This is an optimization exercise on Yosys and OpenROAD, whose aim is small area, a short achievable clock period and few clock cycles per item, not a production implementation. In this exercise RTL edits were held to simulation tests only and were not proved equivalent to the original.

==> v1: inputs <==
Design fpu_s, start of the top module:
module fpu_s (
  input         clk,
  input         rst_n,
  input         req_valid,
  input  [6:0]  req_opcode,
  input  [6:0]  req_f7,
  input  [2:0]  req_rm,
  input  [4:0]  req_rs2,
  input  [31:0] req_v1,
  input  [31:0] req_v2,
  input  [31:0] req_v3,
  output        resp_valid,
  output [31:0] resp_value,
  output [4:0]  resp_fflags
);
export LEC_CHECK = 0
export CAP_MARGIN = 20
export CORE_MARGIN = 2
export CORE_UTILIZATION = 40
export SLEW_MARGIN = 20
create_clock -name core_clock -period 20.0 [get_ports {clk}]
standard.sh (not shown) runs the stock make flow with config.mk's settings and CLKGATE_MAP_FILE= SYNTH_SCRIPT=/design/flow/synth_recipe.tcl, a recipe that flattens the netlist after the stock synthesis.
==> flow/flow/run.sh <==
#!/bin/bash
# Layout flow: the standard synthesis unchanged, then the standard ORFS
# steps (floorplan to finish) with timing repair aimed at a setup margin of
# 6 ns. The clock period and all constraints stay the design's.
# Each step's full output goes to a log file in this folder.
set -euo pipefail
bash standard.sh synth > synth.log 2>&1
bash standard.sh SETUP_SLACK_MARGIN=6 finish > layout.log 2>&1
==> inputs of v9, as changes to v1 <==
==> flow/run.sh (new file) <==
#!/bin/bash
# synth_recipe.tcl (not shown) runs the flow's synth.tcl, then flattens the netlist and writes it again
# the make line also repeats each setting of config.mk as NAME=value (left out here)
make -C /OpenROAD-flow-scripts/flow DESIGN_CONFIG=/design/flow/config.mk WORK_HOME=/design/flow/orfs CLKGATE_MAP_FILE= SYNTH_SCRIPT=/design/flow/synth_recipe.tcl finish
--- a/flow/config.mk
+++ b/flow/config.mk
@@ -8,4 +8,5 @@
 export CAP_MARGIN = 20
 export CORE_MARGIN = 2
 export CORE_UTILIZATION = 40
+export SETUP_SLACK_MARGIN = 5
 export SLEW_MARGIN = 20
removed: flow/flow/run.sh
removed: flow/standard.sh
==> flow_metrics.env <==
export IMPL_cts_resized=118
export IMPL_seq_share=0.06579
export IMPL_grt_max_degree=87
export IMPL_outcome="complete, no violations"
(the above is from v9)
==> flow_metrics.env <==
export IMPL_outcome="complete, no violations"
export IMPL_cts_resized=401
export IMPL_seq_share=0.06373
(the above is from v1)
Testbench counts of v1, summed over its fixed seeds: cycles 2,982, ops 2,400.
Testbench counts of v9, summed over its fixed seeds: cycles 2,982, ops 2,400.

* * *

==> run a: inputs <==
fpu_s, a different RTL version from the one above (not shown whole).
clock: 20.0 ns
lec_check: 0
cap_margin: 20
core_margin: 2
core_utilization: 40
setup_slack_margin: 5
slew_margin: 20
run.sh (not shown) runs the stock make flow with config.mk's settings and CLKGATE_MAP_FILE= SYNTH_SCRIPT=/design/flow/synth_recipe.tcl, a recipe that flattens the netlist after the stock synthesis.
Stock flow here: none of the scripts above is used.
==> run b (differences from run a) <==
--- a/flow/design.v
+++ b/flow/design.v
@@ -40,15 +40,17 @@
   reg        replay;         
   reg        v_misc;         
   reg [31:0] misc_res; reg [4:0] misc_fl; reg m_rnd, m_inc, m_s, m_uns;
   reg [27:0] f_x, f_y; reg f_abgt, f_eeq, f_sub;
   reg [7:0]  f_xe; reg [2:0] f_abfl; reg f_sgn, f_sgnc, f_acc, f_neg, f_spec, f_ssgn, f_snv;
   reg [1:0]  f_skind; reg [2:0] f_rm; reg [9:0] f_exp;
   reg        busy; reg [2:0] cnt; reg f_dmode;
-  reg [WD-1:0] ds_ws, ds_wc; reg [N:0] ds_q, ds_qm, ds_m; reg [23:0] ds_d; reg ds_sq; reg [9:0] ds_e; reg ds_s;
+  reg [WD-1:0] ds_ws, ds_wc; reg [N:0] ds_q, ds_qm, ds_m; reg ds_sq; reg ds_s;
+  wire [23:0] ds_d = misc_res[23:0];    
+  wire [9:0]  ds_e = f_exp;             
   wire [31:0] oa = d_addsub ? {b[31] ^ d_sub, b[30:0]} : a;
   wire [31:0] ob = d_addsub ? 32'h3f800000 : b;
   wire acc = ~d_mul & ~d_i2f;
   wire [31:0] oc = d_addsub ? a : ~acc ? 32'd0 : {c[31] ^ req_opcode[2] ^ req_opcode[3], c[30:0]};
   wire neg = is_fmadd & req_opcode[3];
   wire [9:0] m_exp; wire m_sgn, m_spec, m_ssgn, m_snv, m_subab, m_zab; wire [1:0] m_skind;
   fma_spec u_spec (.a(oa), .b(ob), .c(oc), .acc(acc), .exp_ab(m_exp), .sgn_ab(m_sgn),
@@ -160,16 +162,19 @@
       if (s_l) begin {f_x, f_y[27:8]} <= {sp[46:0], 1'b0}; f_exp <= f_exp - 10'd1; end
       else if (s_r) begin {f_x, f_y[27:8]} <= {1'b0, sp[47:2], sp[1] | sp[0]}; f_exp <= f_exp + 10'd1; end
     end
     if (start) begin
       cnt <= 3'd0;
       ds_ws <= ds_w0; ds_wc <= {WD{1'b0}};
       ds_q <= d_sqrt ? {1'b1, {N{1'b0}}} : {(N+1){1'b0}}; ds_qm <= {(N+1){1'b0}}; ds_m <= {2'b01, {(N-1){1'b0}}};
-      ds_d <= {1'b1, b[22:0]}; ds_sq <= d_sqrt;
-      ds_e <= d_sqrt ? sq_eh : {2'd0, ea} - {2'd0, eb} - {9'd0, dv_lt};
+      ds_sq <= d_sqrt;
+      if (d_ds) begin
+        misc_res <= {8'd0, 1'b1, b[22:0]};
+        f_exp <= d_sqrt ? sq_eh : {2'd0, ea} - {2'd0, eb} - {9'd0, dv_lt};
+      end
       ds_s <= d_sqrt ? 1'b0 : a[31] ^ b[31];
       f_dmode <= d_ds;
       if (d_ds) begin
         f_rm <= brm; f_abfl <= 3'd0; f_acc <= 1'b0; f_neg <= 1'b0; f_spec <= 1'b0;
       end
     end else if (busy) begin
       cnt <= cnt + 3'd1;
@@ -237,18 +242,18 @@
   assign ovf47 = s >= 9'd381;
   assign ovf46 = s > 9'd381;
   assign tiny  = s < 9'd103;
   assign gt126 = s > 9'd128;
   assign r47 = ~tiny & (s < 9'd127);
   assign r46 = ~tiny & (s < 9'd128);
   wire [7:0] ec1 = ec | {7'd0, ec == 0};
-  wire [9:0] d47 = {2'b00, xa} + {2'b00, xb} - {2'b00, ec1} - 10'd126;
-  wire [9:0] n47 = {2'b00, ec1} + 10'd126 - {2'b00, xa} - {2'b00, xb};
   wire [9:0] d46 = {2'b00, xa} + {2'b00, xb} - {2'b00, ec1} - 10'd127;
   wire [9:0] n46 = {2'b00, ec1} + 10'd127 - {2'b00, xa} - {2'b00, xb};
+  wire [9:0] d47 = d46 + 10'd1;
+  wire [9:0] n47 = n46 - 10'd1;
   wire [9:0] dhi = 10'd254 - {2'b00, ec1};
   wire [9:0] nhi = {2'b00, ec1} - 10'd254;
   wire [9:0] dlo = 10'd1 - {2'b00, ec1};
   wire [9:0] nlo = {2'b00, ec1} - 10'd1;
   function [15:0] cmp(input [7:0] ea1, input [9:0] d, input [9:0] n);
     reg gt, eq; reg [9:0] sh;
     begin
@@ -316,40 +321,14 @@
   wire [1:0] v4; wire [7:0] z4;        
   generate for (i = 0; i < 2; i = i + 1) begin : l4
     assign v4[i] = v3[2*i+1] | v3[2*i];
     assign z4[4*i+3 -: 4] = v3[2*i+1] ? {1'b0, z3[6*i+5 -: 3]} : {1'b1, z3[6*i+2 -: 3]};
   end endgenerate
   assign z = ~v4[1] & ~v4[0] ? 6'd32 : v4[1] ? {2'b00, z4[7:4]} : {2'b01, z4[3:0]};
 endmodule
-module fp_round (
-  input  [2:0]  rmode,
-  input         sgn,
-  input  [7:0]  ein,
-  input  [22:0] sin,
-  input  [1:0]  guard,
-  output [30:0] res
-);
-  wire [24:0] s1 = {1'b0, ein != 0, sin} + 25'd1;
-  reg [30:0] inc;
-  always @* begin
-    if (s1[24]) inc = (ein == 8'd254) ? 31'h7f800000 : {ein + 8'd1, s1[23:1]};
-    else inc = {(ein == 0) ? {7'd0, s1[23]} : ein, s1[22:0]};
-  end
-  reg up;
-  always @* begin
-    case (rmode)
-      3'd0: up = guard[1] & (guard[0] | sin[0]);
-      3'd1: up = guard != 0;
-      3'd2: up = (guard != 0) & ~sgn;
-      3'd3: up = (guard != 0) & sgn;
-      default: up = 1'b0;
-    endcase
-  end
-  assign res = up ? inc : {ein, sin};
-endmodule
 module fp_round2 (
   input  [2:0]  rmode,
   input         sgn,
   input  [7:0]  ein,
   input  [7:0]  ein1,        
   input  [22:0] sin,
   input  [1:0]  guard,
@@ -517,36 +496,28 @@
     integer k;
     for (k = 0; k < 32; k = k + 1) rev32[k] = v[31-k];
   endfunction
   wire s = a[31];
   wire [7:0] e = a[30:23];
   assign i2f_neg = ~uns & s;
   wire [31:0] v = i2f ? (i2f_neg ? -a : a) : {a[22:0], 9'd0};
-  integer i;
-  reg [5:0] lzc;
-  always @* begin
-    lzc = 6'd32;
-    for (i = 0; i < 32; i = i + 1) if (v[i]) lzc = 6'd31 - i[5:0];
-  end
+  wire [5:0] lzc;
+  lzc32 u_lz (.v(v), .z(lzc));
   assign lz = lzc;
   wire [23:0] sig = {e != 0, a[22:0]};
   wire [8:0] rsh = 9'd158 - {1'b0, e};          
   wire [5:0] sh = f2i ? ((rsh > 9'd33) ? 6'd33 : rsh[5:0]) : lzc;
   wire [31:0] xin = f2i ? {sig, 8'd0} : rev32(v);
   wire [31:0] y = (sh >= 6'd32) ? 32'd0 : xin >> sh[4:0];
   assign norm = rev32(y);
   wire [63:0] xw = {32'd0, xin};
   wire [5:0] shm1 = sh - 6'd1;
   wire g1 = (sh != 0) & xw[shm1];
-  integer j;
-  reg [5:0] tz;       
-  always @* begin
-    tz = 6'd32;
-    for (j = 31; j >= 0; j = j - 1) if (xin[j]) tz = j[5:0];
-  end
+  wire [5:0] tz;      
+  lzc32 u_tz (.v(rev32(xin)), .z(tz));
   wire g0 = (sh > 6'd1) & (tz < shm1);
   wire [31:0] ip = y;
   wire inexact = g1 | g0;
   reg minc;
   always @* begin
     case (rm)
       3'd1: minc = 1'b0;
==> summary.txt <==
Final layout
  – Commonest non-fill, non-tap cells in the layout: nand2_1 (1,091), inv_1 (933), nor2_1 (902), a21oi_1 (778), fa_1 (648)
  – Filler instances: 18,711

GRT
  – Total GRT Usage: around 44%
  – Largest net degree at the start of global routing: 72

Status
  – Status: complete, no violations

Timing
  – Rel. slew slack: 15.6%
the above is filed under run b

==> summary.txt <==
Status
  – Status: complete, no violations

Timing
  – Final min period: approximately 15,000 ps
  – Rel. slew slack: 8.05%

Final layout
  – Commonest non-fill, non-tap cells in the layout: nand2_1 (993), inv_1 (991), nor2_1 (930), a21oi_1 (739), o21ai_0 (667)
  – Filler instances: 18,844

GRT
  – Largest net degree at the start of global routing: 102
the above is filed under run a

Testbench counts of run a, summed over its fixed seeds: cycles 3,389, ops 2,400.
Testbench counts of run b, summed over its fixed seeds: cycles 3,389, ops 2,400.

* * *

==> inputs of run P <==
Another version of the RTL of fpu_s (not shown whole).
clock: 20.0 ns
lec_check: 0
cap_margin: 20
core_margin: 2
core_utilization: 40
slew_margin: 20
==> inputs of run E, as changes to run P <==
--- a/flow/design.v
+++ b/flow/design.v
@@ -36,15 +36,15 @@
   reg [2:0] brm;
   always @* case (req_rm) 3'd0: brm = 0; 3'd1: brm = 4; 3'd2: brm = 3; 3'd3: brm = 2; 3'd4: brm = 1; default: brm = 0; endcase
   reg        pend;           
   reg        slowm;          
   reg        replay;         
   reg        v_misc;         
   reg [31:0] misc_res; reg [4:0] misc_fl; reg m_rnd, m_inc, m_s, m_uns;
-  reg [27:0] f_x, f_y; reg f_abgt, f_eeq;
+  reg [27:0] f_x, f_y; reg f_abgt, f_eeq, f_sub;
   reg [7:0]  f_xe; reg [2:0] f_abfl; reg f_sgn, f_sgnc, f_acc, f_neg, f_spec, f_ssgn, f_snv;
   reg [1:0]  f_skind; reg [2:0] f_rm; reg [9:0] f_exp;
   reg        busy; reg [2:0] cnt; reg f_dmode;
   reg [WD-1:0] ds_ws, ds_wc; reg [N:0] ds_q, ds_qm, ds_m; reg [23:0] ds_d; reg ds_sq; reg [9:0] ds_e; reg ds_s;
   wire [31:0] oa = d_addsub ? {b[31] ^ d_sub, b[30:0]} : a;
   wire [31:0] ob = d_addsub ? 32'h3f800000 : b;
   wire acc = ~d_mul & ~d_i2f;
@@ -69,17 +69,18 @@
   wire [9:0]  e_src = replay ? f_exp : m_exp;
   wire [31:0] c_src = replay ? misc_res : oc;
   wire        a_src = replay ? f_acc : acc;
   wire [47:0] pr_dec; wire pr_ovf47, pr_ovf46, pr_tiny, pr_gt126, pr_r47, pr_r46;
   fma_pre u_pre (.xa(xa_src), .xb(xb_src), .ec(c_src[30:23]), .acc(a_src), .dec(pr_dec), .ovf47(pr_ovf47), .ovf46(pr_ovf46),
                  .tiny(pr_tiny), .gt126(pr_gt126), .r47(pr_r47), .r46(pr_r46));
   wire [27:0] al_x, al_y; wire al_abgt, al_eeq; wire [7:0] al_xe; wire [2:0] al_abfl;
+  wire sub_src = replay ? (f_sgnc ^ f_sgn) : (oc[31] ^ m_sgn);
   wire i2f_now = start & d_i2f;
   fma_align u_align (.prod(p_src), .dec(pr_dec), .ovf47(pr_ovf47 & ~i2f_now), .ovf46(pr_ovf46 & ~i2f_now), .tiny(pr_tiny & ~i2f_now), .c(c_src),
-                     .x(al_x), .y(al_y), .ab_gt(al_abgt), .e_eq(al_eeq),
+                     .x(al_x), .y(al_y), .sub(sub_src), .ab_gt(al_abgt), .e_eq(al_eeq),
                      .xe(al_xe), .abfl(al_abfl));
   wire fma_go = (start & d_fma) | replay;
   wire go_slow = start & (d_mul | is_fmadd) & ~m_spec & ~m_zab & ~pr_tiny & (m_subab | pr_r46);
   reg [2:0] msel;
   always @* begin
     case (req_f7)
       7'h10: msel = 3'd0;
@@ -148,15 +149,15 @@
       f_sgnc <= oc[31]; f_acc <= acc; f_neg <= neg; f_rm <= brm;
       misc_res <= oc;
     end
     if (fma_go) begin
       if (go_slow) begin
         f_x <= p_src[47:20]; f_y <= {p_src[19:0], 8'd0}; f_exp <= e_src;
       end else begin
-        f_x <= al_x; f_y <= al_y;
+        f_x <= al_x; f_y <= al_y; f_sub <= sub_src;
         f_abgt <= al_abgt; f_eeq <= al_eeq; f_xe <= (start & d_i2f) ? 8'd158 - {2'd0, cv_lz} : al_xe; f_abfl <= al_abfl;
       end
     end else if (slowm) begin
       if (s_l) begin {f_x, f_y[27:8]} <= {sp[46:0], 1'b0}; f_exp <= f_exp - 10'd1; end
       else if (s_r) begin {f_x, f_y[27:8]} <= {1'b0, sp[47:2], sp[1] | sp[0]}; f_exp <= f_exp + 10'd1; end
     end
     if (start) begin
@@ -172,15 +173,15 @@
       end
     end else if (busy) begin
       cnt <= cnt + 3'd1;
       ds_ws <= sws[K]; ds_wc <= swc[K]; ds_q <= qq[K]; ds_qm <= qm[K]; ds_m <= mm[K];
     end
   end
   wire [31:0] f_res; wire [4:0] f_fl;
-  fma_add u_add (.x(f_x), .y(f_y), .ab_gt(f_abgt), .e_eq(f_eeq),
+  fma_add u_add (.x(f_x), .y(f_y), .sub(f_sub), .ab_gt(f_abgt), .e_eq(f_eeq),
                  .xe(f_xe), .abfl(f_abfl), .sgn_ab(f_sgn), .sgn_c(f_sgnc), .acc(f_acc), .rmode(f_rm),
                  .negres(f_neg), .spec(f_spec), .spec_kind(f_skind), .spec_sgn(f_ssgn), .spec_nv(f_snv),
                  .dmode(f_dmode), .d_e(ds_e[7:0] + 8'd127), .d_s(pd[45:23]), .d_g({pd[22], |pd[21:0]}), .d_sgn(ds_s),
                  .res(f_res), .flags(f_fl));
   wire [31:0] pf_res; wire [4:0] pf_fl;
   f2i_post u_post (.ip(misc_res), .inc(m_inc), .s(m_s), .uns(m_uns), .fl(misc_fl), .res(pf_res), .flags(pf_fl));
   assign resp_valid  = v_misc | pend;
@@ -265,14 +266,15 @@
 module fma_align (
   input  [47:0] prod,
   input  [47:0] dec,
   input         ovf47, ovf46, tiny,
   input  [31:0] c,           
   output [27:0] x,           
   output [27:0] y,           
+  input         sub,
   output        ab_gt, e_eq,
   output [7:0]  xe,
   output [2:0]  abfl         
 );
   wire p47 = prod[47], p46 = prod[46];
   wire [15:0] dk = p47 ? dec[47:32] : p46 ? dec[31:16] : dec[15:0];
   assign ab_gt = dk[15]; assign e_eq = dk[14];
@@ -287,15 +289,16 @@
   wire ab0 = ~ovf & (tiny | (~p47 & ~p46));
   assign abfl = ovf ? 3'b101 : tiny ? {1'b0, pnz, pnz} : {1'b0, ab0 & (sab[2] | sab[1]), 1'b0};
   wire [27:0] sc = {1'b0, c[30:23] != 0, c[22:0], 3'b000};
   assign x = ab_gt ? sab : sc;
   wire [27:0] y0 = ab_gt ? sc : sab;
   wire [27:0] ysh = y0 >> shamt;
   wire yst = |(y0 & ~(28'hfffffff << shamt));
-  assign y = big ? {27'd0, y0 != 0} : {ysh[27:1], ysh[0] | yst};
+  wire [27:0] ya = big ? {27'd0, y0 != 0} : {ysh[27:1], ysh[0] | yst};
+  assign y = sub ? ~ya : ya;
 endmodule
 module lzc32 (input [31:0] v, output [5:0] z);
   wire [15:0] v1; wire [15:0] z1;      
   genvar i;
   generate for (i = 0; i < 16; i = i + 1) begin : l1
     assign v1[i] = v[2*i+1] | v[2*i];
     assign z1[i] = ~v[2*i+1];
@@ -339,17 +342,45 @@
       3'd2: up = (guard != 0) & ~sgn;
       3'd3: up = (guard != 0) & sgn;
       default: up = 1'b0;
     endcase
   end
   assign res = up ? inc : {ein, sin};
 endmodule
+module fp_round2 (
+  input  [2:0]  rmode,
+  input         sgn,
+  input  [7:0]  ein,
+  input  [7:0]  ein1,        
+  input  [22:0] sin,
+  input  [1:0]  guard,
+  output [30:0] res
+);
+  wire [24:0] s1 = {1'b0, ein != 0, sin} + 25'd1;
+  reg [30:0] inc;
+  always @* begin
+    if (s1[24]) inc = (ein == 8'd254) ? 31'h7f800000 : {ein1, s1[23:1]};
+    else inc = {(ein == 0) ? {7'd0, s1[23]} : ein, s1[22:0]};
+  end
+  reg up;
+  always @* begin
+    case (rmode)
+      3'd0: up = guard[1] & (guard[0] | sin[0]);
+      3'd1: up = guard != 0;
+      3'd2: up = (guard != 0) & ~sgn;
+      3'd3: up = (guard != 0) & sgn;
+      default: up = 1'b0;
+    endcase
+  end
+  assign res = up ? inc : {ein, sin};
+endmodule
 module fma_add (
   input  [27:0] x,
-  input  [27:0] y,
+  input  [27:0] y,           
+  input         sub,
   input         ab_gt, e_eq,
   input  [7:0]  xe,
   input  [2:0]  abfl,
   input         sgn_ab,
   input         sgn_c,
   input         acc,
   input  [2:0]  rmode,
@@ -362,50 +393,52 @@
   input  [7:0]  d_e,
   input  [22:0] d_s,
   input  [1:0]  d_g,
   input         d_sgn,
   output [31:0] res,
   output [4:0]  flags
 );
-  wire sub = sgn_c ^ sgn_ab;
-  wire [28:0] mainsum = {1'b0, x} + {1'b0, sub ? ~y : y} + {28'd0, sub};
+  wire [28:0] mainsum = {1'b0, x} + {1'b0, y} + {28'd0, sub};
   wire borrow = sub & ~mainsum[28];
-  wire [27:0] alt = y - x;                
+  wire [27:0] alt = ~(x + y);             
   wire swap = e_eq & borrow;
   wire [27:0] sum = swap ? alt : mainsum[27:0];
   wire xsgn = (ab_gt | swap) ? sgn_ab : sgn_c;
   wire [7:0] maxsh = xe - 8'd1;
+  wire [7:0] xe1 = xe + 8'd1;
   wire [27:0] sent = (maxsh > 8'd26) ? 28'd0 : (28'd1 << (5'd26 - maxsh[4:0]));
   wire [5:0] zs;
   lzc32 u_lzc (.v({sum | sent, 4'b1111}), .z(zs));
-  wire [4:0] lsh = (zs[4:0] == 5'd0) ? 5'd0 : zs[4:0] - 5'd1;
-  wire [27:0] sl = sum << lsh;
+  wire [28:0] slw = {1'b0, sum} << zs[4:0];
+  wire [27:0] sl = slw[28:1];             
   wire szero = sum == 0;
-  reg [7:0] ne; reg [22:0] ns; reg [1:0] ng; reg novf;
+  reg [7:0] ne, ne1; reg [22:0] ns; reg [1:0] ng; reg novf;
   always @* begin
     novf = 1'b0;
     if (sum[27]) begin
       novf = xe == 8'd254;
-      ne = novf ? 8'd254 : xe + 8'd1;
+      ne = novf ? 8'd254 : xe1; ne1 = xe1 + 8'd1;
       ns = novf ? 23'h7fffff : sum[26:4];
       ng = novf ? 2'b11 : {sum[3], |sum[2:0]};
     end else if (sum[26]) begin
-      ne = xe; ns = sum[25:3]; ng = {sum[2], |sum[1:0]};
+      ne = xe; ne1 = xe1; ns = sum[25:3]; ng = {sum[2], |sum[1:0]};
     end else begin
-      ne = (sl[26] & ~szero) ? xe - {3'd0, lsh} : 8'd0;
+      ne = (sl[26] & ~szero) ? xe1 - {2'd0, zs} : 8'd0;
+      ne1 = (sl[26] & ~szero) ? xe1 + 8'd1 - {2'd0, zs} : 8'd1;
       ns = sl[25:3]; ng = {sl[2], |sl[1:0]};
     end
   end
   wire [7:0] re = dmode ? d_e : ne;
+  wire [7:0] re1 = dmode ? d_e + 8'd1 : ne1;
   wire [22:0] rs = dmode ? d_s : ns;
   wire [1:0] rg = dmode ? d_g : ng;
   wire rsgn = dmode ? d_sgn : xsgn;
   wire rovf = ~dmode & novf;
   wire [30:0] rr;
-  fp_round rnd (.rmode(rmode), .sgn(rsgn), .ein(re), .sin(rs), .guard(rg), .res(rr));
+  fp_round2 rnd (.rmode(rmode), .sgn(rsgn), .ein(re), .ein1(re1), .sin(rs), .guard(rg), .res(rr));
   wire nx = abfl[0] | rovf | (rg != 0);
   wire is_inf = rr[30:23] == 8'hff;
   wire [4:0] fl = {2'b00, abfl[2] | rovf | is_inf, abfl[1] | ((re == 0) & (rg != 0)), nx};
   wire zrule = ~dmode & acc & sub & szero & ~abfl[0];
   wire zsgn = zrule ? (rmode == 3'd3) : rsgn;
   wire [31:0] sres = (spec_kind == 2'd2) ? 32'h7fc00000 :
                      {spec_sgn ^ negres, (spec_kind == 2'd1) ? 31'h7f800000 : 31'd0};
==> impl_metrics.prom <==
# TYPE chip_impl_metric gauge
chip_impl_info{name="run_status",value="complete, no violations"} 1
chip_impl_metric{name="layout.nets",unit=""} 11115
chip_impl_metric{name="layout-area-overhead-vs-synth",unit="%"} 8.46
chip_impl_metric{name="detail_route.wirelength.met1",unit="µm"} 164000
chip_impl_info{name="rr_endpoint",value="ds_ws[5]"} 1
chip_impl_metric{name="via_per_inst",unit=""} 6.51
chip_impl_metric{name="multi_input_area",unit="µm²"} 60500
chip_impl_metric{name="num_antenna_cells",unit=""} 14
chip_impl_metric{name="synth.cell_area",unit="µm²"} 75100
chip_impl_metric{name="layout.area.seq",unit="µm²"} 8200
chip_impl_metric{name="detailedPlace.worstSlack",unit="ns"} 2.47
chip_impl_metric{name="inverters",unit=""} 1096
chip_impl_metric{name="first_pass_iters",unit=""} 7
chip_impl_metric{name="globalRouteMet3Util",unit="%"} 8.35
chip_impl_metric{name="maxSlewHeadroom",unit="%"} 11.4
chip_impl_info{name="timing.critical_path.from",value="f_sgn"} 1
-- figures above: run P

==> impl_metrics.prom <==
# TYPE chip_impl_metric gauge
chip_impl_metric{name="inverters",unit=""} 1024
chip_impl_metric{name="num_antenna_cells",unit=""} 18
chip_impl_metric{name="synth.cell_area",unit="µm²"} 74800
chip_impl_info{name="rr_endpoint",value="ds_ws[19]"} 1
chip_impl_metric{name="maxSlewHeadroom",unit="%"} 9.38
chip_impl_metric{name="detail_route.wirelength.met1",unit="µm"} 150000
chip_impl_info{name="run_status",value="complete, no violations"} 1
chip_impl_metric{name="first_pass_iters",unit=""} 9
-- figures above: run E

Testbench counts of run P, summed over its fixed seeds: cycles 3,389, ops 2,400.
Testbench counts of run E, summed over its fixed seeds: cycles 3,389, ops 2,400.

==> re-timing with driven ports <==
Ports are ideal in the flow. The routed layouts listed here were re-timed in OpenROAD. Step 1 (the two cells are an assumption about what drives the block):
set clk [get_ports {clk}]
set_driving_cell -lib_cell sky130_fd_sc_hd__clkbuf_16 $clk
set_driving_cell -lib_cell sky130_fd_sc_hd__buf_2 [delete_from_list [all_inputs] $clk]
Step 2 adds t to the input delays and takes it off the output delays; t is the mean of the earliest and latest rising clock arrival at the registers after step 1. Input paths then give back, and output paths get back, about the clock's delay inside the block. Three values: ideal, step 1, step 2; two values: the first two.
| run | shift t [ns] | setup slack, ns | latest minus earliest clock arrival (ns) | slew at the worst register clock pin (ns) |
|---|---|---|---|---|
| v1 | 0.665 | 6.141 / 6.190 / 5.525 | 0.057 / 0.057 | 0.07 / 0.07 |
| v9 | 0.661 | 5.213 / 5.184 / 4.605 | 0.048 / 0.049 | 0.07 / 0.07 |
| run a | 0.744 | 5.007 / 5.010 / 4.329 | 0.055 / 0.055 | 0.07 / 0.07 |
| run b | 0.670 | 4.948 / 4.904 / 4.325 | 0.039 / 0.040 | 0.07 / 0.07 |
| run P | 0.770 | 1.683 / 1.589 / 2.152 | 0.105 / 0.105 | 0.08 / 0.08 |
| run E | 0.749 | 3.236 / 3.144 / 2.733 | 0.044 / 0.044 | 0.07 / 0.07 |
After both steps every run listed still meets setup and hold. The setup slack of run a, which loses most, moves by +0.003 ns with the drivers and by -0.678 ns with both steps.
